From an optimization exercise on the open Yosys and OpenROAD flow, aimed at small area; shortcuts taken in it are not production practice.
Function was checked by simulation only, so behaviour that the tests miss may differ from the original.

==> flow/flow/run.sh <==
#!/bin/bash
# Own layout flow: the standard synthesis, then its combinational logic
# re-mapped by ABC for area (every register instance is kept as it is; of a
# few ABC scripts the one giving the smallest area is used), then the standard flow's
# standard layout from floorplan to finish, with the smallest buffer on the
# ports and no dummy loads in the clock tree.
set -euo pipefail
W=$(pwd)
R=$W/orfs/results/$FLOW_PLATFORM/poker_board/base
LIB=$FLOW_HOME/platforms/$FLOW_PLATFORM/lib/sky130_fd_sc_hd__tt_025C_1v80.lib

bash standard.sh synth > $W/log_1_synth.txt 2>&1
cp $R/1_2_yosys.v $W/std_1_2_yosys.v

DONT_USE=$(sed -n '/^export DONT_USE_CELLS += /,/^$/p' $FLOW_HOME/platforms/$FLOW_PLATFORM/config.mk \
	| grep -o 'sky130_fd_sc_hd__[a-z0-9_]*' | sed 's/^/-dont_use /' | tr '\n' ' ')

best=""
best_area=""
for S in $W/flow/area*.abc; do
	n=$(basename $S .abc)
	yosys -p "
read_liberty -ignore_miss_func $LIB
read_verilog $W/std_1_2_yosys.v
hierarchy -check -top $FLOW_TOP
setattr -mod -set keep_hierarchy 1 sky130_fd_sc_hd__df* sky130_fd_sc_hd__edf* sky130_fd_sc_hd__conb_1
flatten
rename -hide w:*.*
opt -purge
abc -liberty $LIB -script $S $DONT_USE $FLOW_TOP
opt_clean -purge
select $FLOW_TOP
tee -o $W/abc_$n.stat stat -liberty $LIB
write_verilog -noattr -nohex -nodec -selected $W/abc_$n.v
" > $W/log_2_resyn_$n.txt 2>&1
	a=$(grep "Chip area" $W/abc_$n.stat | awk '{print $NF}')
	echo "$n $a" >> $W/resyn_areas.txt
	if [[ -z "$best" ]] || awk "BEGIN{exit !($a < $best_area)}"; then
		best=$n
		best_area=$a
	fi
done
echo "chosen $best $best_area" >> $W/resyn_areas.txt

yosys -p "
read_liberty -lib $LIB
read_verilog $W/abc_$best.v
hierarchy -check -top $FLOW_TOP
hilomap -singleton -hicell sky130_fd_sc_hd__conb_1 HI -locell sky130_fd_sc_hd__conb_1 LO
splitnets
opt_clean -purge
insbuf -buf sky130_fd_sc_hd__buf_4 A X
check -assert
tee -o $W/resyn_stat.txt stat -liberty $LIB
write_verilog -noattr -nohex -nodec $W/resyn_1_2_yosys.v
" > $W/log_3_resyn_check.txt 2>&1

cp $W/resyn_1_2_yosys.v $R/1_2_yosys.v
rm -f $R/1_synth.odb
bash standard.sh BUFFER_PORTS_ARGS="-buffer_cell sky130_fd_sc_hd__buf_1" \
	CTS_ARGS="-sink_clustering_enable -repair_clock_nets -dont_use_dummy_load" finish > $W/log_4_layout.txt 2>&1
==> flow/flow/area1.abc <==
strash
&get -n
&dch -f
&nf -R 1000
&put
mfs2 -a
strash
&get -n
&dch -f
&nf -R 1000
&put
mfs2 -a
strash
&get -n
&dch -f
&nf -R 1000
&put
mfs2 -a
strash
&get -n
&dch -f
&nf -R 1000
&put
mfs2 -a
strash
&get -n
&dch -f
&nf -R 1000
&put
mfs2 -a
strash
&get -n
&dch -f
&nf -R 1000
&put
mfs2 -a
strash
&get -n
&dch -f
&nf -R 1000
&put
mfs2 -a
strash
&get -n
&dch -f
&nf -R 1000
&put
mfs2 -a
strash
&get -n
&dch -f
&nf -R 1000
&put
mfs2 -a
strash
&get -n
&dch -f
&nf -R 1000
&put
mfs2 -a
strash
&get -n
&dch -f
&nf -R 1000
&put
mfs2 -a
strash
&get -n
&dch -f
&nf -R 1000
&put
mfs2 -a
strash
&get -n
&dch -f
&nf -R 1000
&put
mfs2 -a
strash
&get -n
&dch -f
&nf -R 1000
&put
mfs2 -a
strash
&get -n
&dch -f
&nf -R 1000
&put
mfs2 -a
strash
&get -n
&dch -f
&nf -R 1000
&put
mfs2 -a
strash
&get -n
&dch -f
&nf -R 1000
&put
mfs2 -a
strash
&get -n
&dch -f
&nf -R 1000
&put
mfs2 -a
strash
&get -n
&dch -f
&nf -R 1000
&put
mfs2 -a
strash
&get -n
&dch -f
&nf -R 1000
&put
mfs2 -a
strash
&get -n
&dch -f
&nf -R 1000
&put
mfs2 -a
strash
&get -n
&dch -f
&nf -R 1000
&put
mfs2 -a
strash
&get -n
&dch -f
&nf -R 1000
&put
mfs2 -a
strash
&get -n
&dch -f
&nf -R 1000
&put
mfs2 -a
strash
&get -n
&dch -f
&nf -R 1000
&put
mfs2 -a
strash
&get -n
&dch -f
&nf -R 1000
&put
mfs2 -a
strash
&get -n
&dch -f
&nf -R 1000
&put
mfs2 -a
strash
&get -n
&dch -f
&nf -R 1000
&put
mfs2 -a
strash
&get -n
&dch -f
&nf -R 1000
&put
mfs2 -a
strash
&get -n
&dch -f
&nf -R 1000
&put
mfs2 -a
strash
&get -n
&dch -f
&nf -R 1000
&put
mfs2 -a
strash
&get -n
&dch -f
&nf -R 1000
&put
mfs2 -a
strash
&get -n
&dch -f
&nf -R 1000
&put
mfs2 -a
strash
&get -n
&dch -f
&nf -R 1000
&put
mfs2 -a
strash
&get -n
&dch -f
&nf -R 1000
&put
mfs2 -a
strash
&get -n
&dch -f
&nf -R 1000
&put
mfs2 -a
strash
&get -n
&dch -f
&nf -R 1000
&put
mfs2 -a
strash
&get -n
&dch -f
&nf -R 1000
&put
mfs2 -a
strash
&get -n
&dch -f
&nf -R 1000
&put
mfs2 -a
strash
&get -n
&dch -f
&nf -R 1000
&put
mfs2 -a
strash
&get -n
&dch -f
&nf -R 1000
&put
==> flow/flow/area2.abc <==
strash
&get -n
&dch -f
&nf -R 1000
&put
mfs2 -a -W 8 -D 30 -M 10000
strash
&get -n
&dch -f
&nf -R 1000
&put
mfs2 -a -W 8 -D 30 -M 10000
strash
&get -n
&dch -f
&nf -R 1000
&put
mfs2 -a -W 8 -D 30 -M 10000
strash
&get -n
&dch -f
&nf -R 1000
&put
mfs2 -a -W 8 -D 30 -M 10000
strash
&get -n
&dch -f
&nf -R 1000
&put
mfs2 -a -W 8 -D 30 -M 10000
strash
&get -n
&dch -f
&nf -R 1000
&put
mfs2 -a -W 8 -D 30 -M 10000
strash
&get -n
&dch -f
&nf -R 1000
&put
mfs2 -a -W 8 -D 30 -M 10000
strash
&get -n
&dch -f
&nf -R 1000
&put
mfs2 -a -W 8 -D 30 -M 10000
strash
&get -n
&dch -f
&nf -R 1000
&put
mfs2 -a -W 8 -D 30 -M 10000
strash
&get -n
&dch -f
&nf -R 1000
&put
mfs2 -a -W 8 -D 30 -M 10000
strash
&get -n
&dch -f
&nf -R 1000
&put
mfs2 -a -W 8 -D 30 -M 10000
strash
&get -n
&dch -f
&nf -R 1000
&put
mfs2 -a -W 8 -D 30 -M 10000
strash
&get -n
&dch -f
&nf -R 1000
&put
mfs2 -a -W 8 -D 30 -M 10000
strash
&get -n
&dch -f
&nf -R 1000
&put
mfs2 -a -W 8 -D 30 -M 10000
strash
&get -n
&dch -f
&nf -R 1000
&put
mfs2 -a -W 8 -D 30 -M 10000
strash
&get -n
&dch -f
&nf -R 1000
&put
mfs2 -a -W 8 -D 30 -M 10000
strash
&get -n
&dch -f
&nf -R 1000
&put
mfs2 -a -W 8 -D 30 -M 10000
strash
&get -n
&dch -f
&nf -R 1000
&put
mfs2 -a -W 8 -D 30 -M 10000
strash
&get -n
&dch -f
&nf -R 1000
&put
mfs2 -a -W 8 -D 30 -M 10000
strash
&get -n
&dch -f
&nf -R 1000
&put
mfs2 -a -W 8 -D 30 -M 10000
strash
&get -n
&dch -f
&nf -R 1000
&put
mfs2 -a -W 8 -D 30 -M 10000
strash
&get -n
&dch -f
&nf -R 1000
&put
mfs2 -a -W 8 -D 30 -M 10000
strash
&get -n
&dch -f
&nf -R 1000
&put
mfs2 -a -W 8 -D 30 -M 10000
strash
&get -n
&dch -f
&nf -R 1000
&put
mfs2 -a -W 8 -D 30 -M 10000
strash
&get -n
&dch -f
&nf -R 1000
&put
mfs2 -a -W 8 -D 30 -M 10000
strash
&get -n
&dch -f
&nf -R 1000
&put
mfs2 -a -W 8 -D 30 -M 10000
strash
&get -n
&dch -f
&nf -R 1000
&put
mfs2 -a -W 8 -D 30 -M 10000
strash
&get -n
&dch -f
&nf -R 1000
&put
mfs2 -a -W 8 -D 30 -M 10000
strash
&get -n
&dch -f
&nf -R 1000
&put
mfs2 -a -W 8 -D 30 -M 10000
strash
&get -n
&dch -f
&nf -R 1000
&put
mfs2 -a -W 8 -D 30 -M 10000
strash
&get -n
&dch -f
&nf -R 1000
&put
mfs2 -a -W 8 -D 30 -M 10000
strash
&get -n
&dch -f
&nf -R 1000
&put
mfs2 -a -W 8 -D 30 -M 10000
strash
&get -n
&dch -f
&nf -R 1000
&put
mfs2 -a -W 8 -D 30 -M 10000
strash
&get -n
&dch -f
&nf -R 1000
&put
mfs2 -a -W 8 -D 30 -M 10000
strash
&get -n
&dch -f
&nf -R 1000
&put
mfs2 -a -W 8 -D 30 -M 10000
strash
&get -n
&dch -f
&nf -R 1000
&put
mfs2 -a -W 8 -D 30 -M 10000
strash
&get -n
&dch -f
&nf -R 1000
&put
mfs2 -a -W 8 -D 30 -M 10000
strash
&get -n
&dch -f
&nf -R 1000
&put
mfs2 -a -W 8 -D 30 -M 10000
strash
&get -n
&dch -f
&nf -R 1000
&put
mfs2 -a -W 8 -D 30 -M 10000
strash
&get -n
&dch -f
&nf -R 1000
&put
mfs2 -a -W 8 -D 30 -M 10000
strash
&get -n
&dch -f
&nf -R 1000
&put
==> flow/flow/area3.abc <==
strash
&get -n
&dch -f
&nf -R 1000
&put
mfs2 -a
strash
&get -n
&dch -f
&nf -R 1000
&put
mfs2 -a
strash
&get -n
&dch -f
&nf -R 1000
&put
mfs2 -a
strash
&get -n
&dch -f
&nf -R 1000
&put
mfs2 -a
strash
&get -n
&dch -f
&nf -R 1000
&put
mfs2 -a
strash
&get -n
&dch -f
&nf -R 1000
&put
mfs2 -a
strash
&get -n
&dch -f
&nf -R 1000
&put
mfs2 -a
strash
&get -n
&dch -f
&nf -R 1000
&put
mfs2 -a
strash
&get -n
&dch -f
&nf -R 1000
&put
mfs2 -a
strash
&get -n
&dch -f
&nf -R 1000
&put
mfs2 -a
strash
&get -n
&dch -f
&nf -R 1000
&put
mfs2 -a
strash
&get -n
&dch -f
&nf -R 1000
&put
mfs2 -a
strash
&get -n
&dch -f
&nf -R 1000
&put
mfs2 -a
strash
&get -n
&dch -f
&nf -R 1000
&put
mfs2 -a
strash
&get -n
&dch -f
&nf -R 1000
&put
mfs2 -a
strash
&get -n
&dch -f
&nf -R 1000
&put
mfs2 -a
strash
&get -n
&dch -f
&nf -R 1000
&put
mfs2 -a
strash
&get -n
&dch -f
&nf -R 1000
&put
mfs2 -a
strash
&get -n
&dch -f
&nf -R 1000
&put
mfs2 -a
strash
&get -n
&dch -f
&nf -R 1000
&put
mfs2 -a
strash
&get -n
&dch -f
&nf -R 1000
&put
mfs2 -a
strash
&get -n
&dch -f
&nf -R 1000
&put
mfs2 -a
strash
&get -n
&dch -f
&nf -R 1000
&put
mfs2 -a
strash
&get -n
&dch -f
&nf -R 1000
&put
mfs2 -a
strash
&get -n
&dch -f
&nf -R 1000
&put
mfs2 -a
strash
&get -n
&dch -f
&nf -R 1000
&put
==> flow/flow/area4.abc <==
strash
&get -n
&dch -f
&nf -R 1000
&put
mfs2 -a
strash
&get -n
&dch -f
&nf -R 1000
&put
mfs2 -a
strash
&get -n
&dch -f
&nf -R 1000
&put
mfs2 -a
strash
&get -n
&dch -f
&nf -R 1000
&put
mfs2 -a
strash
&get -n
&dch -f
&nf -R 1000
&put
mfs2 -a
strash
&get -n
&dch -f
&nf -R 1000
&put
mfs2 -a
strash
&get -n
&dch -f
&nf -R 1000
&put
mfs2 -a
strash
&get -n
&dch -f
&nf -R 1000
&put
mfs2 -a
strash
&get -n
&dch -f
&nf -R 1000
&put
mfs2 -a
strash
&get -n
&dch -f
&nf -R 1000
&put
mfs2 -a
strash
&get -n
&dch -f
&nf -R 1000
&put
mfs2 -a
strash
&get -n
&dch -f
&nf -R 1000
&put
mfs2 -a
strash
&get -n
&dch -f
&nf -R 1000
&put
mfs2 -a
strash
&get -n
&dch -f
&nf -R 1000
&put
mfs2 -a
strash
&get -n
&dch -f
&nf -R 1000
&put
mfs2 -a
strash
&get -n
&dch -f
&nf -R 1000
&put
mfs2 -a
strash
&get -n
&dch -f
&nf -R 1000
&put
mfs2 -a
strash
&get -n
&dch -f
&nf -R 1000
&put
mfs2 -a
strash
&get -n
&dch -f
&nf -R 1000
&put
mfs2 -a
strash
&get -n
&dch -f
&nf -R 1000
&put
mfs2 -a
strash
&get -n
&dch -f
&nf -R 1000
&put
mfs2 -a
strash
&get -n
&dch -f
&nf -R 1000
&put
mfs2 -a
strash
&get -n
&dch -f
&nf -R 1000
&put
mfs2 -a
strash
&get -n
&dch -f
&nf -R 1000
&put
mfs2 -a
strash
&get -n
&dch -f
&nf -R 1000
&put
mfs2 -a
strash
&get -n
&dch -f
&nf -R 1000
&put
mfs2 -a
strash
&get -n
&dch -f
&nf -R 1000
&put
mfs2 -a
strash
&get -n
&dch -f
&nf -R 1000
&put
mfs2 -a
strash
&get -n
&dch -f
&nf -R 1000
&put
mfs2 -a
strash
&get -n
&dch -f
&nf -R 1000
&put
mfs2 -a
strash
&get -n
&dch -f
&nf -R 1000
&put
mfs2 -a
strash
&get -n
&dch -f
&nf -R 1000
&put
mfs2 -a
strash
&get -n
&dch -f
&nf -R 1000
&put
mfs2 -a
strash
&get -n
&dch -f
&nf -R 1000
&put
mfs2 -a
strash
&get -n
&dch -f
&nf -R 1000
&put
mfs2 -a
strash
&get -n
&dch -f
&nf -R 1000
&put
mfs2 -a
strash
&get -n
&dch -f
&nf -R 1000
&put
mfs2 -a
strash
&get -n
&dch -f
&nf -R 1000
&put
mfs2 -a
strash
&get -n
&dch -f
&nf -R 1000
&put
mfs2 -a
strash
&get -n
&dch -f
&nf -R 1000
&put
mfs2 -a
strash
&get -n
&dch -f
&nf -R 1000
&put
mfs2 -a
strash
&get -n
&dch -f
&nf -R 1000
&put
mfs2 -a
strash
&get -n
&dch -f
&nf -R 1000
&put
mfs2 -a
strash
&get -n
&dch -f
&nf -R 1000
&put
mfs2 -a
strash
&get -n
&dch -f
&nf -R 1000
&put
mfs2 -a
strash
&get -n
&dch -f
&nf -R 1000
&put
mfs2 -a
strash
&get -n
&dch -f
&nf -R 1000
&put
mfs2 -a
strash
&get -n
&dch -f
&nf -R 1000
&put
mfs2 -a
strash
&get -n
&dch -f
&nf -R 1000
&put
mfs2 -a
strash
&get -n
&dch -f
&nf -R 1000
&put
mfs2 -a
strash
&get -n
&dch -f
&nf -R 1000
&put
mfs2 -a
strash
&get -n
&dch -f
&nf -R 1000
&put
mfs2 -a
strash
&get -n
&dch -f
&nf -R 1000
&put
mfs2 -a
strash
&get -n
&dch -f
&nf -R 1000
&put
mfs2 -a
strash
&get -n
&dch -f
&nf -R 1000
&put
mfs2 -a
strash
&get -n
&dch -f
&nf -R 1000
&put
mfs2 -a
strash
&get -n
&dch -f
&nf -R 1000
&put
mfs2 -a
strash
&get -n
&dch -f
&nf -R 1000
&put
mfs2 -a
strash
&get -n
&dch -f
&nf -R 1000
&put
mfs2 -a
strash
&get -n
&dch -f
&nf -R 1000
&put
mfs2 -a
strash
&get -n
&dch -f
&nf -R 1000
&put
==> flow/standard.sh <==
#!/bin/bash
# synth_recipe.tcl (not shown) runs the flow's synth.tcl, then flattens the netlist and writes it again
# the make line also repeats each setting of config.mk as NAME=value (left out here)
make -C /OpenROAD-flow-scripts/flow DESIGN_CONFIG=/design/flow/config.mk WORK_HOME=/design/flow/orfs CLKGATE_MAP_FILE= SYNTH_SCRIPT=/design/flow/synth_recipe.tcl "${@:-finish}"
==> flow/config.mk <==
export PLATFORM = sky130hd
export DESIGN_NAME = poker_board
export DESIGN_NICKNAME = poker_board
export VERILOG_FILES = /design/flow/design.v
export SDC_FILE = /design/flow/constraint.sdc
export NUM_CORES = 4
export LEC_CHECK = 0
export ABC_AREA = 1
export CAP_MARGIN = 20
export CORE_MARGIN = 2
export CORE_UTILIZATION = 40
export GPL_TIMING_DRIVEN = 0
export SLEW_MARGIN = 20
==> flow/constraint.sdc <==
create_clock -name core_clock -period 20.0 [get_ports {Clk}]
set_input_delay 4.0000 -clock core_clock [delete_from_list [all_inputs] [get_ports {Clk}]]
set_output_delay 4.0000 -clock core_clock [all_outputs]
set_load 0.01 [all_outputs]
==> flow/design.v <==
module poker (
	input            Clk,
	input            Reset,
	input      [7:0] Switches,
	input            SCEN,
	input            Ack,
	input            Check,
	input            Bet,
	input            Call,
	input            Fold,
	output reg [3:0] Card1, Card2, Card3, Card4, Card5,
	output reg [3:0] Player1card1, Player1card2, Player2card1, Player2card2,
	output reg [7:0] Player1balance, Player2balance,
	output reg       PlayerTurn,
	output reg       DispCards,
	output reg       Winner,
	output reg       Gameover,
	output     [5:0] Player1state,
	output     [5:0] Player2state,
	output reg       Betting
);
localparam
NOMOVE  = 3'b000,
CHECK   = 3'b001,
BET     = 3'b010,
IN      = 3'b110,
CALL    = 3'b100,
FOLD    = 3'b101;
function [5:0] onehot;
	input [2:0] e;
	onehot = {e == IN, e == FOLD, e == CALL, e == BET, e == CHECK, e == NOMOVE};
endfunction
localparam
G_START  = 4'b0000,
G_WIN0   = 4'b0001,
G_PAY    = 4'b0101,
G_HELD   = 4'b0110,
G_HAND   = 4'b1000;
reg [3:0] gs;
wire inStage = gs[3];
wire dealt   = gs[0];
wire inWin   = ~gs[3] & (gs[2:0] != 3'b000);
reg [7:0] betLimit, bet;
reg [9:0] rnd;      
reg [3:0] rmod;     
reg [6:0] p1rank;   
reg [2:0] p1e, p2e;   
assign Player1state = onehot(p1e);
assign Player2state = onehot(p2e);
function gt8;
	input [7:0] a, b;
	integer i;
	reg g;
	begin
		g = 1'b0;
		for (i = 0; i < 8; i = i + 1)
			g = a[i] & ~b[i] | (a[i] | ~b[i]) & g;
		gt8 = g;
	end
endfunction
function [8:0] sub8;
	input [7:0] a, b;
	integer i;
	reg br;
	reg [7:0] d;
	begin
		br = 1'b0;
		for (i = 0; i < 8; i = i + 1)
		begin
			d[i] = a[i] ^ b[i] ^ br;
			br = ~a[i] & b[i] | ~(a[i] ^ b[i]) & br;
		end
		sub8 = {br, d};
	end
endfunction
function ge7;
	input [6:0] a, b;
	integer i;
	reg g;
	begin
		g = 1'b1;
		for (i = 0; i < 7; i = i + 1)
			g = a[i] & ~b[i] | (a[i] | ~b[i]) & g;
		ge7 = g;
	end
endfunction
function [9:0] shift;
	input [9:0] v;
	shift = {v[8:0], v[9] ^ v[6]};
endfunction
function [3:0] mstep;
	input [3:0] u;
	input b, f;
	reg [4:0] t;
	begin
		t = {u, 1'b0} + {3'b000, b, b} + {4'b0000, f} - 5'd2;   
		mstep = (t >= 5'd28) ? t - 5'd26 : (t >= 5'd15) ? t - 5'd13 : t;
	end
endfunction
wire [9:0] r1 = shift(rnd);
wire [9:0] r2 = shift(r1);
wire [9:0] r3 = shift(r2);
wire [9:0] r4 = shift(r3);
wire [3:0] u1 = mstep(rmod, rnd[9], r1[0]);
wire [3:0] u2 = mstep(u1, r1[9], r2[0]);
wire [3:0] u3 = mstep(u2, r2[9], r3[0]);
wire [3:0] u4 = mstep(u3, r3[9], r4[0]);
wire [6:0] rk;
wire rankP2 = gs == G_PAY || gs == G_HELD;
poker_rank rank (.c0(Card1), .c1(Card2), .c2(Card3), .c3(Card4), .c4(Card5),
	.c5(rankP2 ? Player2card1 : Player1card1),
	.c6(rankP2 ? Player2card2 : Player1card2), .rk(rk));
wire p1wins = ge7(p1rank, rk);
wire [2:0] meS = PlayerTurn ? p2e : p1e;
wire [2:0] otS = PlayerTurn ? p1e : p2e;
wire p1Fold  = p1e == FOLD;
wire p2Fold  = p2e == FOLD;
wire payNow  = inWin & (p1Fold | p2Fold) | gs == G_PAY;
wire lose2   = p1Fold ? 1'b0 : p2Fold ? 1'b1 : p1wins;
wire [7:0] meB = (inWin ? lose2 : PlayerTurn) ? Player2balance : Player1balance;
wire       inBet = meS == BET;
wire [8:0] diff = sub8(payNow ? 8'd254 : meB, payNow ? meB : inBet ? bet : betLimit);
wire [7:0] newB = (diff[8] & ~payNow) ? 8'd0 : diff[7:0];
wire sAck = SCEN & Ack, sBet = SCEN & Bet, sCall = SCEN & Call, sCheck = SCEN & Check, sFold = SCEN & Fold;
wire NEXT_TURN = p1e == CALL || p2e == CALL || (p1e == CHECK && p2e == CHECK);
wire END_GAME = p1e == FOLD || p2e == FOLD;
wire act     = inStage & dealt & ~NEXT_TURN & ~END_GAME;
wire bCancel = inBet & sBet;
wire bSubmit = inBet & ~sBet & ~diff[8] & gt8(bet, betLimit) & sAck;
wire mCall   = ~inBet & otS != NOMOVE & otS != CHECK & sCall;
wire mBet    = ~inBet & meS != IN & sBet;
wire mCheck  = ~inBet & (otS == NOMOVE || otS == CHECK) & meS == NOMOVE & sCheck;
wire mFold   = ~inBet & sFold;
wire mSwap   = bSubmit | mCall | mCheck | mFold;
wire newBal  = act & (bSubmit | mCall);
wire [2:0] newS = mFold ? FOLD : mCheck ? CHECK : mBet ? BET : mCall ? CALL :
                  bSubmit ? IN : bCancel ? NOMOVE : meS;
always @(posedge Clk, posedge Reset)
begin
	if (Reset)
	begin
		gs <= G_START;
		PlayerTurn <= 0;
		Card1 <= 0; Card2 <= 0; Card3 <= 0; Card4 <= 0; Card5 <= 0;
		Player1card1 <= 0; Player1card2 <= 0; Player2card1 <= 0; Player2card2 <= 0;
		p1e <= NOMOVE;
		p2e <= NOMOVE;
		DispCards <= 0;
		Gameover <= 0;
		Winner <= 0;
		Betting <= 0;
		Player1balance <= 255;
		Player2balance <= 255;
		betLimit <= 0;
		bet <= 0;
		rnd <= 10'b1010110101;
		rmod <= 4'd6;    
	end
	else
	begin
		rnd <= r1;
		rmod <= u1;
		if (gs == G_START)
		begin
			rnd <= r3;
			rmod <= u3;
			if (sAck)
				gs <= G_HAND;
			PlayerTurn <= 0;
			Card1 <= 0; Card2 <= 0; Card3 <= 0; Card4 <= 0; Card5 <= 0;
			Player1card1 <= 0; Player1card2 <= 0; Player2card1 <= 0; Player2card2 <= 0;
			p1e <= NOMOVE;
			p2e <= NOMOVE;
			DispCards <= 0;
			Gameover <= 0;
			Betting <= 0;
			betLimit <= 0;
		end
		else if (!inStage)	 
		begin
			if (sAck && Gameover && Player1balance != 0 && Player2balance != 0)
			begin
				p1e <= NOMOVE;
				p2e <= NOMOVE;
				gs <= G_START;
			end
			else if (gs != G_HELD)
				gs <= gs + 4'd1;
			if (p1e == FOLD)
			begin
				Player2balance <= newB;
				Winner <= 1;
				Gameover <= 1;
			end
			else if (p2e == FOLD)
			begin
				Player1balance <= newB;
				Winner <= 0;
				Gameover <= 1;
			end
			else if (gs == G_PAY)
			begin
				Gameover <= 1;
				Winner <= !p1wins;
				if (p1wins)
					Player1balance <= newB;
				else
					Player2balance <= newB;
			end
		end
		else	 
		begin
			if (!dealt)
			begin
				gs[0] <= 1'b1;
				case (gs[2:1])
				2'b00: begin
					Player1card1 <= u1; Player1card2 <= u2; Player2card1 <= u3; Player2card2 <= u4;
					rnd <= r4; rmod <= u4;
				end
				2'b01: begin
					Card1 <= u1; Card2 <= u2; Card3 <= u3;
					rnd <= r4; rmod <= u4;
				end
				2'b10: begin
					Card4 <= u1;
					rnd <= r2; rmod <= u2;
				end
				default: begin
					Card5 <= u1;
					rnd <= r2; rmod <= u2;
				end
				endcase
			end
			else if (NEXT_TURN)
			begin
				gs <= (gs[2:1] == 2'b11) ? G_WIN0 : {1'b1, gs[2:1] + 2'd1, 1'b0};
				p1e <= NOMOVE;
				p2e <= NOMOVE;
				betLimit <= 0;
				PlayerTurn <= 0;
			end
			else if (END_GAME)
			begin
				gs <= G_WIN0;
				betLimit <= 0;
				if (gs[2:1] == 2'b00)
					Betting <= 0;
			end
			else
			begin
				if (inBet)
				begin
					bet <= Switches;
					if (bCancel)
						Betting <= 0;
					else if (bSubmit)
					begin
						betLimit <= bet;
						Betting <= 0;
					end
				end
				else
				begin
					if (mBet)
						Betting <= 1;
					if (mCall | mBet | mCheck | mFold)
						DispCards <= 0;
					else if (sAck)
						DispCards <= !DispCards;
				end
				if (mSwap)
					PlayerTurn <= !PlayerTurn;
				if (PlayerTurn)
				begin
					p2e <= newS;
					if (newBal)
						Player2balance <= newB;
				end
				else
				begin
					p1e <= newS;
					if (newBal)
						Player1balance <= newB;
				end
			end
		end
	end
end
always @(posedge Clk)
	p1rank <= rk;
endmodule
module poker_rank (
	input  [3:0] c0, c1, c2, c3, c4, c5, c6,
	output [6:0] rk
);
function [7:0] cx;
	input [3:0] a, b;
	reg [3:0] gt, ge;
	reg g;
	begin
		gt = a & ~b;
		ge = a | ~b;
		g = gt[3] | ge[3] & (gt[2] | ge[2] & (gt[1] | ge[1] & gt[0]));
		cx = g ? {b, a} : {a, b};
	end
endfunction
function plus4;
	input [3:0] a, b;
	plus4 = b[1:0] == a[1:0] && b[3:2] == a[3:2] + 2'd1;
endfunction
reg [3:0] d0, d1, d2, d3, d4, d5, d6;
always @*
begin
	d0 = c0; d1 = c1; d2 = c2; d3 = c3; d4 = c4; d5 = c5; d6 = c6;
	{d0, d6} = cx(d0, d6);
	{d2, d3} = cx(d2, d3);
	{d4, d5} = cx(d4, d5);
	{d0, d2} = cx(d0, d2);
	{d1, d4} = cx(d1, d4);
	{d3, d6} = cx(d3, d6);
	{d0, d1} = cx(d0, d1);
	{d2, d5} = cx(d2, d5);
	{d3, d4} = cx(d3, d4);
	{d1, d2} = cx(d1, d2);
	{d4, d6} = cx(d4, d6);
	{d2, d3} = cx(d2, d3);
	{d4, d5} = cx(d4, d5);
	{d1, d2} = cx(d1, d2);
	{d3, d4} = cx(d3, d4);
	{d5, d6} = cx(d5, d6);
end
wire e0 = d0 == d1, e1 = d1 == d2, e2 = d2 == d3, e3 = d3 == d4, e4 = d4 == d5, e5 = d5 == d6;
wire quad  = e0 & e1 & e2 | e1 & e2 & e3 | e2 & e3 & e4 | e3 & e4 & e5;
wire full1 = e4 & e5 & (e2 | e1 | e0) | e3 & e4 & (e1 | e0);
wire full2 = e2 & e3 & (e5 | e0) | e1 & e2 & (e5 | e4) | e0 & e1 & (e5 | e4 | e3);
wire str1  = ~(e2 | e3 | e4 | e5) & plus4(d2, d6);
wire str2  = ~(e1 | e2 | e3 | e4) & plus4(d1, d5);
wire str3  = ~(e0 | e1 | e2 | e3) & plus4(d0, d4);
wire trip  = e0 & e1 | e1 & e2 | e2 & e3 | e3 & e4 | e4 & e5;
wire pair  = e0 | e1 | e2 | e3 | e4 | e5;
wire pair2 = e0 & (e1 | e2 | e3 | e4 | e5) | e1 & (e2 | e3 | e4 | e5) | e2 & (e3 | e4 | e5) | e3 & (e4 | e5) | e4 & e5;
reg [2:0] hnd;
reg [1:0] hsel;   
always @*
begin
	hsel = 2'd0;
	if (quad | full1)
		hnd = 3'd6 - {2'b00, ~quad};
	else if (full2)
	begin
		hnd = 3'd5;
		hsel = e5 ? 2'd0 : e4 ? 2'd1 : 2'd2;
	end
	else if (str1 | str2 | str3)
	begin
		hnd = 3'd4;
		hsel = str1 ? 2'd0 : str2 ? 2'd1 : 2'd2;
	end
	else if (trip)
		hnd = 3'd3;
	else if (pair2)
		hnd = 3'd2;
	else if (pair)
		hnd = 3'd1;
	else
		hnd = 3'd0;
end
assign rk = {hnd, hsel[1] ? d4 : hsel[0] ? d5 : d6};
endmodule
module poker_board (
	input        Clk,
	input        Reset,
	input  [7:0] Switches,
	input        SCEN,
	input        Ack,
	input        Check,
	input        Bet,
	input        Call,
	input        Fold,
	output [3:0] Card1, Card2, Card3, Card4, Card5,
	output [3:0] Player1card1, Player1card2, Player2card1, Player2card2,
	output [7:0] Player1balance, Player2balance,
	output       PlayerTurn,
	output       DispCards,
	output       Winner,
	output       Gameover,
	output [5:0] Player1state,
	output [5:0] Player2state,
	output       Betting,
	output [31:0] Digits
);
	poker poker (.Switches(Switches), .Ack(Ack),
		.Check(Check), .Bet(Bet), .Call(Call), .Fold(Fold),
		.Clk(Clk), .Reset(Reset), .SCEN(SCEN),
		.Card1(Card1), .Card2(Card2), .Card3(Card3), .Card4(Card4), .Card5(Card5),
		.Player1card1(Player1card1), .Player1card2(Player1card2), .Player2card1(Player2card1),
		.Player2card2(Player2card2), .Player1balance(Player1balance), .Player2balance(Player2balance),
		.PlayerTurn(PlayerTurn), .DispCards(DispCards), .Winner(Winner), .Gameover(Gameover),
		.Player1state(Player1state), .Player2state(Player2state), .Betting(Betting));
	function [3:0] add3;
		input [3:0] x;
		begin
			add3[3] = x[3] | x[2] & (x[1] | x[0]);
			add3[2] = x[2] & ~x[1] & ~x[0] | x[3] & x[0];
			add3[1] = ~x[2] & x[1] | x[1] & x[0] | x[3] & ~x[0];
			add3[0] = ~x[3] & ~x[2] & x[0] | x[2] & x[1] & ~x[0] | x[3] & ~x[0];
		end
	endfunction
	function [11:0] dec3;
		input [7:0] v;
		reg [3:0] c1, c2, c3, c4, c5, c6, c7;
		reg [3:0] h, t, o;
		begin
			c1 = add3({1'b0, v[7:5]});
			c2 = add3({c1[2:0], v[4]});
			c3 = add3({c2[2:0], v[3]});
			c4 = add3({1'b0, c1[3], c2[3], c3[3]});
			c5 = add3({c3[2:0], v[2]});
			c6 = add3({c4[2:0], c5[3]});
			c7 = add3({c5[2:0], v[1]});
			h = {2'b00, c4[3], c6[3]};
			t = {c6[2:0], c7[3]};
			o = {c7[2:0], v[0]};
			dec3[11:8] = (h == 0) ? 4'd10 : h;
			dec3[7:4]  = (t == 0) ? 4'd10 : t;
			dec3[3:0]  = (o == 0) ? 4'd10 : o;
		end
	endfunction
	wire [7:0] balB = (Player1state == 6'b000100) ? Player1balance : Player2balance;
	wire [7:0] balL = Betting ? Switches : Winner ? Player2balance : Player1balance;
	wire [11:0] decA = dec3(balB);
	wire [11:0] decL = dec3(balL);
	reg [3:0] SSD7, SSD6, SSD5, SSD4, SSD3, SSD2, SSD1, SSD0;
	always @ *
	begin
		if (Betting | Gameover)
		begin
			SSD3 = 4'd10;
			{SSD2, SSD1, SSD0} = decL;
			if (Betting)
			begin
				SSD7 = 4'd10;
				{SSD6, SSD5, SSD4} = decA;
			end
			else
			begin
				SSD7 = 4'b1111;
				SSD6 = Winner ? 4'd2 : 4'd1;
				SSD5 = 4'd0;
				SSD4 = 4'd0;
			end
		end
		else
		begin
			SSD7 = PlayerTurn ? 4'd2 : 4'd1;
			SSD6 = Card5;
			SSD5 = Card4;
			SSD4 = Card3;
			SSD3 = Card2;
			SSD2 = Card1;
			SSD1 = DispCards ? (PlayerTurn ? Player2card2 : Player1card2) : 4'd0;
			SSD0 = DispCards ? (PlayerTurn ? Player2card1 : Player1card1) : 4'd0;
		end
	end
	assign Digits = {SSD7, SSD6, SSD5, SSD4, SSD3, SSD2, SSD1, SSD0};
endmodule
==> results of run 1 <==
[worst min-delay path, stage by stage, from the launching register on]
cell	delay (ns)
dfstp_2	0.39
nand2_1	0.05
nand2_1	0.04
[stage by stage]
stage	setup WS, ns	utilization	cells	hold WS [ns]
after floorplan	5.58	-	1251	0.448
after global placement	2.65	0.440	1652	0.467
after detailed placement	2.83	0.443	1655	0.468
after CTS	2.77	0.453	1664	0.479
after global routing	0.811	0.453	1664	0.495
final	2.50	0.453	1664	0.485
[cell type report]
| cell class | count | share of cell area |
|---|---|---|
| Tap cell | 285 | 0.0350 |
| Clock buffer | 9 | 0.0221 |
| Inverter | 62 | 0.0233 |
| Multi-Input combinational cell | 1085 | 0.618 |
| Sequential cell | 104 | 0.255 |
| Timing Repair Buffer | 119 | 0.0469 |
[layer usage]
metal	track usage	vias to the layer above	wire length, um
li1	-	4812	-
met1	0.338	4630	13800
met2	0.406	313	14100
met3	0.0437	53	1970
met4	0.0930	0	838
met5	0	-	0
[cells in the final DEF, fill, tap and decap left out, drive strengths merged, types with 6 or more instances in the layout]
cell and n:
clkinv 62, nand2b 14, dfstp 24, clkbuf 9, o21a 6, maj3 16
a22oi 16, and2 19, or3 8, nand4 6, nand2 201, nor2 171
or2 9, a22o 18, dfrtp 73, a21oi 153, a21o 7, a31oi 10
nor3b 9, dfxtp 7, nor2b 15, o22ai 32, nand3 17, nor4 7
xnor2 24, a222oi 14, o21ai 122, buf 119, mux2i 59, xor2 26
mux2 38, nor3 24
[sequential cells by signal, indices dropped and copies added, names as in the netlist, 7 cells and up]
register,cells
poker.rnd,10
poker.Player1balance,8
poker.Player2balance,8
poker.betLimit,8
poker.bet,8
poker.p1rank,7
[how the worst max path moves through the flow]
stage | to | slack (ns) | cells after the start
floorplan | poker.Player1balance[7] | 5.58 | 72
global placement | poker.Player1balance[7] | 2.65 | 68
detailed placement | poker.Player1balance[7] | 2.83 | 69
CTS | poker.Player1balance[7] | 2.77 | 69
global route | poker.Player1balance[7] | 0.81 | 73
finish | poker.Player1balance[7] | 2.50 | 72
==> results.txt, run 1 <==
CP Buf/Inv Count=1; Setup CP Type=flip-flop to flip-flop; clk buf depth=2; initial antenna violation count=0; total number of yosys warnings=3; Gate Count Post-Synth=1251; Tmin final=17.50 ns; Worst Setup End Kind=flip-flop; root buffer cell=clkbuf_16; crit-path max FO=15; dpl cell area=0.00998 mm^2; RR Startpoint=poker.gs[1]; Hold Violations, Final=0; Slew Viols, Final=0; vias=9808; Die ar.=0.0240 mm^2; IO buf count=116; drt pass-1 iters=7; vias in the first global route=8786; I/O Pins=117; Startpoint Class=flip-flop; DR vias/cell=5.89; DP HPWL=23800 um; mean post-synth cell area=7.29 um^2; cts repair resizes=0; R2R depth=72; Worst path top cell family by delay=compound AO/OA/AOI/OAI gates; status=complete, no violations; Clock Skew=0.0181 ns; area occupied by multi-input gates=0.00631 mm^2; total of max-cap violations=0; flop-to-flop setup slack=2.50 ns; cts-stage hold buffer count=0; Seq. cell area=0.00260 mm^2; clock net sink count=104; Worst Setup SP=poker.gs[1]; Critical Path Max Stage Delay=0.66 ns; RSZ-0062 raised after global routing=no; Post-Syn Nets=1267; Critical Path RT=20.27 ns; Min-Delay Path Depth=2; slew margin rel.=0.265; Max Freq=57.1 MHz; largest net degree at the start of global routing=55; GRT Util Overall=0.251; hold endpoint=poker.rnd[2]; filler cell count=2300; die width=155 um; layout cell share with drive strength beyond 1=0.0305; antenna-violating nets left=0; Core Area=0.0225 mm^2; GRT Residual Overflow=0; setup_tns=0 ns; Inserted Clock Buffers=9; DR iter-0 viols=730; slowest CP cell=a21oi_2; first-pass GRT wire length=48000 um; design area=0.0102 mm^2; Hold Startpoint=poker.rnd[0]; # diodes=0; RePlAce Congestion=0.905; Remaining DRCs=0; die height=155 um; Skew-Pair Late Insertion Delay=0.36 ns; total setup buffers inserted after CTS=0; Post-Synthesis Cell Area=0.00912 mm^2; number of core rows=55; Area Overhead vs Synth=11.9%; CTS tree=done; R2R Path End=poker.Player1balance[7]; H-Tree Depth=3; crit path DAT=17.78 ns; WL final=30700 um; WL per Instance=18.5 um; setup violators final=0; Final period util=0.875; initial core utilization=0.405; Worst Hold Class=flip-flop to flip-flop; Least-Margin Pin Slew=1.09 ns; CTS clk-pin slew, worst paths=0.07 ns; Final #Nets=1397
==> inputs of run 2 (changes only) <==
--- a/flow/design.v
+++ b/flow/design.v
@@ -19,3 +19,5 @@
 	output     [5:0] Player2state,
-	output reg       Betting
+	output reg       Betting,
+	output     [3:0] Hole1,
+	output     [3:0] Hole2
 );
@@ -109,5 +111,7 @@
 wire rankP2 = gs == G_PAY || gs == G_HELD;
+wire holeP2 = inWin ? rankP2 : PlayerTurn;
+assign Hole1 = holeP2 ? Player2card1 : Player1card1;
+assign Hole2 = holeP2 ? Player2card2 : Player1card2;
 poker_rank rank (.c0(Card1), .c1(Card2), .c2(Card3), .c3(Card4), .c4(Card5),
-	.c5(rankP2 ? Player2card1 : Player1card1),
-	.c6(rankP2 ? Player2card2 : Player1card2), .rk(rk));
+	.c5(Hole1), .c6(Hole2), .rk(rk));
 wire p1wins = ge7(p1rank, rk);
@@ -392,2 +396,3 @@
 );
+	wire [3:0] Hole1, Hole2;
 	poker poker (.Switches(Switches), .Ack(Ack),
@@ -399,3 +404,4 @@
 		.PlayerTurn(PlayerTurn), .DispCards(DispCards), .Winner(Winner), .Gameover(Gameover),
-		.Player1state(Player1state), .Player2state(Player2state), .Betting(Betting));
+		.Player1state(Player1state), .Player2state(Player2state), .Betting(Betting),
+		.Hole1(Hole1), .Hole2(Hole2));
 	function [3:0] add3;
@@ -461,4 +467,4 @@
 			SSD2 = Card1;
-			SSD1 = DispCards ? (PlayerTurn ? Player2card2 : Player1card2) : 4'd0;
-			SSD0 = DispCards ? (PlayerTurn ? Player2card1 : Player1card1) : 4'd0;
+			SSD1 = DispCards ? Hole2 : 4'd0;
+			SSD0 = DispCards ? Hole1 : 4'd0;
 		end
==> run 2 against run 1 <==
Final cell count decreased by 0.66%. Critical path depth shrank 3. Sequential share of layout area is 0.25 points higher. Final area is 0.98% lower. Synthesized area decreased by 1.2%. First-iteration DRC count increased by 5.5%. Non-clock buffer count increased by 2. Worst setup slack worse by 0.86 ns. Worst hold slack improved by 0.016 ns. Wire length fell by 4.8%. Still clean on timing, DRC and antenna. Highest routed layer unchanged.
==> results.txt, run 2 <==
clock net sink count=104 (unchanged); crit path DAT=18.64 ns (was 17.78 ns); Least-Margin Pin Slew=1.09 ns (about the same); Startpoint Class=flip-flop (unchanged); status=complete, no violations (unchanged); Tmin final=18.37 ns (was 17.50 ns); root buffer cell=clkbuf_16 (unchanged); Core Area=0.0220 mm^2 (was 0.0225 mm^2); Post-Syn Nets=1259 (was 1267); antenna-violating nets left=0 (unchanged); first-pass GRT wire length=46800 um (was 48000 um); most common cell after layout, fill and taps aside=nand2_1 (unchanged); filler cell count=2253 (was 2300); total number of yosys warnings=3 (unchanged); Inserted Clock Buffers=9 (unchanged); GRT Residual Overflow=0 (unchanged); Worst Hold Class=flip-flop to flip-flop (unchanged); pre-CTS WS=1.97 ns (was 2.83 ns); most frequent cells in the layout=nand2_1, nor2_1, o21ai_0 (was nand2_1, nor2_1, a21oi_1); largest net degree at the start of global routing=73 (was 55); Critical Path RT=20.27 ns (about the same); RSZ-0062 raised after global routing=no (unchanged); mean post-synth cell area=7.25 um^2 (was 7.29 um^2); design area=0.0101 mm^2 (was 0.0102 mm^2); setup_tns=0 ns (unchanged); RePlAce Congestion=0.901 (was 0.905); CTS clk-pin slew, worst paths=0.06 ns (was 0.07 ns); clk buf depth=2 (unchanged); Post-Synthesis Cell Area=0.00901 mm^2 (was 0.00912 mm^2); H-Tree Depth=3 (unchanged); initial antenna violation count=0 (unchanged); CP dominant cell by count=o21ai_0; WL per Instance=17.7 um (was 18.5 um); Gate Count Post-Synth=1243 (was 1251); I/O Pins=117 (unchanged); slew margin rel.=0.263 (was 0.265); IO buf count=116 (unchanged); Top reg by flops=poker.rnd (unchanged); drt pass-1 iters=5 (was 7); CTS tree=done (unchanged); initial core utilization=0.410 (was 0.405); Final period util=0.918 (was 0.875); Skew-Pair Late Insertion Delay=0.36 ns (about the same); Max Freq=54.4 MHz (was 57.1 MHz); fin worst setup slack=1.63 ns (was 2.50 ns); setup violators final=0 (unchanged); Hold Slack=0.500 ns (was 0.485 ns); slowest CP cell=a21oi_1 (was a21oi_2); DR iter-0 viols=770 (was 730); # diodes=0 (unchanged); crit-path max FO=14 (was 15); die width=154 um (was 155 um); DP HPWL=22700 um (was 23800 um); Worst Setup End Kind=flip-flop (unchanged); Hold Violations, Final=0 (unchanged); total setup buffers inserted after CTS=0 (unchanged); vias=9619 (was 9808); DR vias/cell=5.82 (was 5.89); Slew Viols, Final=0 (unchanged); Area Overhead vs Synth=12.1% (was 11.9%); Seq. cell area=0.00260 mm^2 (unchanged); GRT Util Overall=0.246 (was 0.251); Critical Path Max Stage Delay=0.67 ns (was 0.66 ns); Clock Skew=0.0188 ns (was 0.0181 ns); area occupied by multi-input gates=0.00626 mm^2 (was 0.00631 mm^2); vias in the first global route=8559 (was 8786); dpl cell area=0.00987 mm^2 (was 0.00998 mm^2); Remaining DRCs=0 (unchanged); number of core rows=54 (was 55); Final #Nets=1391 (was 1397); Largest register FFs=10 (unchanged); Die ar.=0.0237 mm^2 (was 0.0240 mm^2); cts repair resizes=0 (unchanged); die height=154 um (was 155 um); total of max-cap violations=0 (unchanged); WL final=29300 um (was 30700 um); Setup CP Type=flip-flop to flip-flop (unchanged); cts-stage hold buffer count=0 (unchanged); layout cell share with drive strength beyond 1=0.0313 (was 0.0305)
-- run 2: cell types whose count changed in the layout (fill, tap and decap cells not counted), sizes merged, moves of 7 or more --
cell | previous run | this run
clkinv | 62 | 44
nor2 | 171 | 178
mux2 | 38 | 31
nand2 | 201 | 225
a21oi | 153 | 106
nor3 | 24 | 17
o22ai | 32 | 44
and3 | 3 | 12
o21ai | 122 | 140
nand3 | 17 | 28
a222oi | 14 | 6
-- run 2: final timing paths --
path	startpoint	to	slack [ns]	cells past startpoint
setup / recovery	poker.gs[1]	poker.Player1balance[2]	1.63	69
hold / removal	poker.Player1card1[3]	poker.Player1card1[3]	0.50	2
setup reg to reg	poker.gs[1]	poker.Player1balance[2]	1.63	69
hold reg to reg	poker.Player1card1[3]	poker.Player1card1[3]	0.50	2
max in group asynchronous	Reset	poker.Player2balance[2]	15.73	3
min in group asynchronous	Reset	poker.Player1card2[1]	3.59	2
-- run 2: per-stage QoR --
step | cells | utilization
floorplan | 1243 | -
global placement | 1639 | 0.446
detailed placement | 1644 | 0.449
CTS | 1653 | 0.460
global route | 1653 | 0.460
finish | 1653 | 0.460
-- run 2: per-layer routing --
metal  GRT usage  routed length (um)
met1       0.371               14200
met2       0.372               12700
met3      0.0296                1850
met4      0.0601                 427
met5           0                   0
-- run 2: area by class of cell --
| type | instances | share of cell area |
|---|---|---|
| clock buffer | 9 | 0.0223 |
| inverter | 44 | 0.0168 |
| multi-input combinational | 1095 | 0.620 |
| sequential | 104 | 0.257 |
| tap | 280 | 0.0347 |
| timing repair buffer | 121 | 0.0488 |
-- run 2: critical path: cells and delay by family, from the launching register on --
kind / cells / cell delay, ns
flip-flops: 1 / 0.54
buffers and inverters: 3 / 0.59
AO/OA/AOI/OAI: 42 / 9.71
AND/OR/NAND/NOR: 17 / 4.25
multiplexers: 4 / 1.96
adder cells (fa/ha/maj): 3 / 1.16

re-timing with driven ports:
In the flow no input, the clock included, has a driving cell. The finished layouts below were timed again as built, in two steps. Step 1 sets driving cells, clkbuf_16 on the clock port and buf_2 on the other inputs (assumed; they add their load-dependent delay and slew). Step 2, shift: input delay + t, output delay - t, t = (earliest + latest rising clock arrival at the registers) / 2. This alone moves slack from input paths to output paths. Slacks: ideal / step 1 / step 2; pairs: ideal / step 1.
run	t, ns	setup slack, ns	worst hold slack (ns)
run 1	0.401	2.497 / 2.497 / 2.497	0.485 / 0.485 / 0.485
run 2	0.389	1.632 / 1.632 / 1.632	0.500 / 0.500 / 0.500
After both steps setup and hold are still met in every run listed.
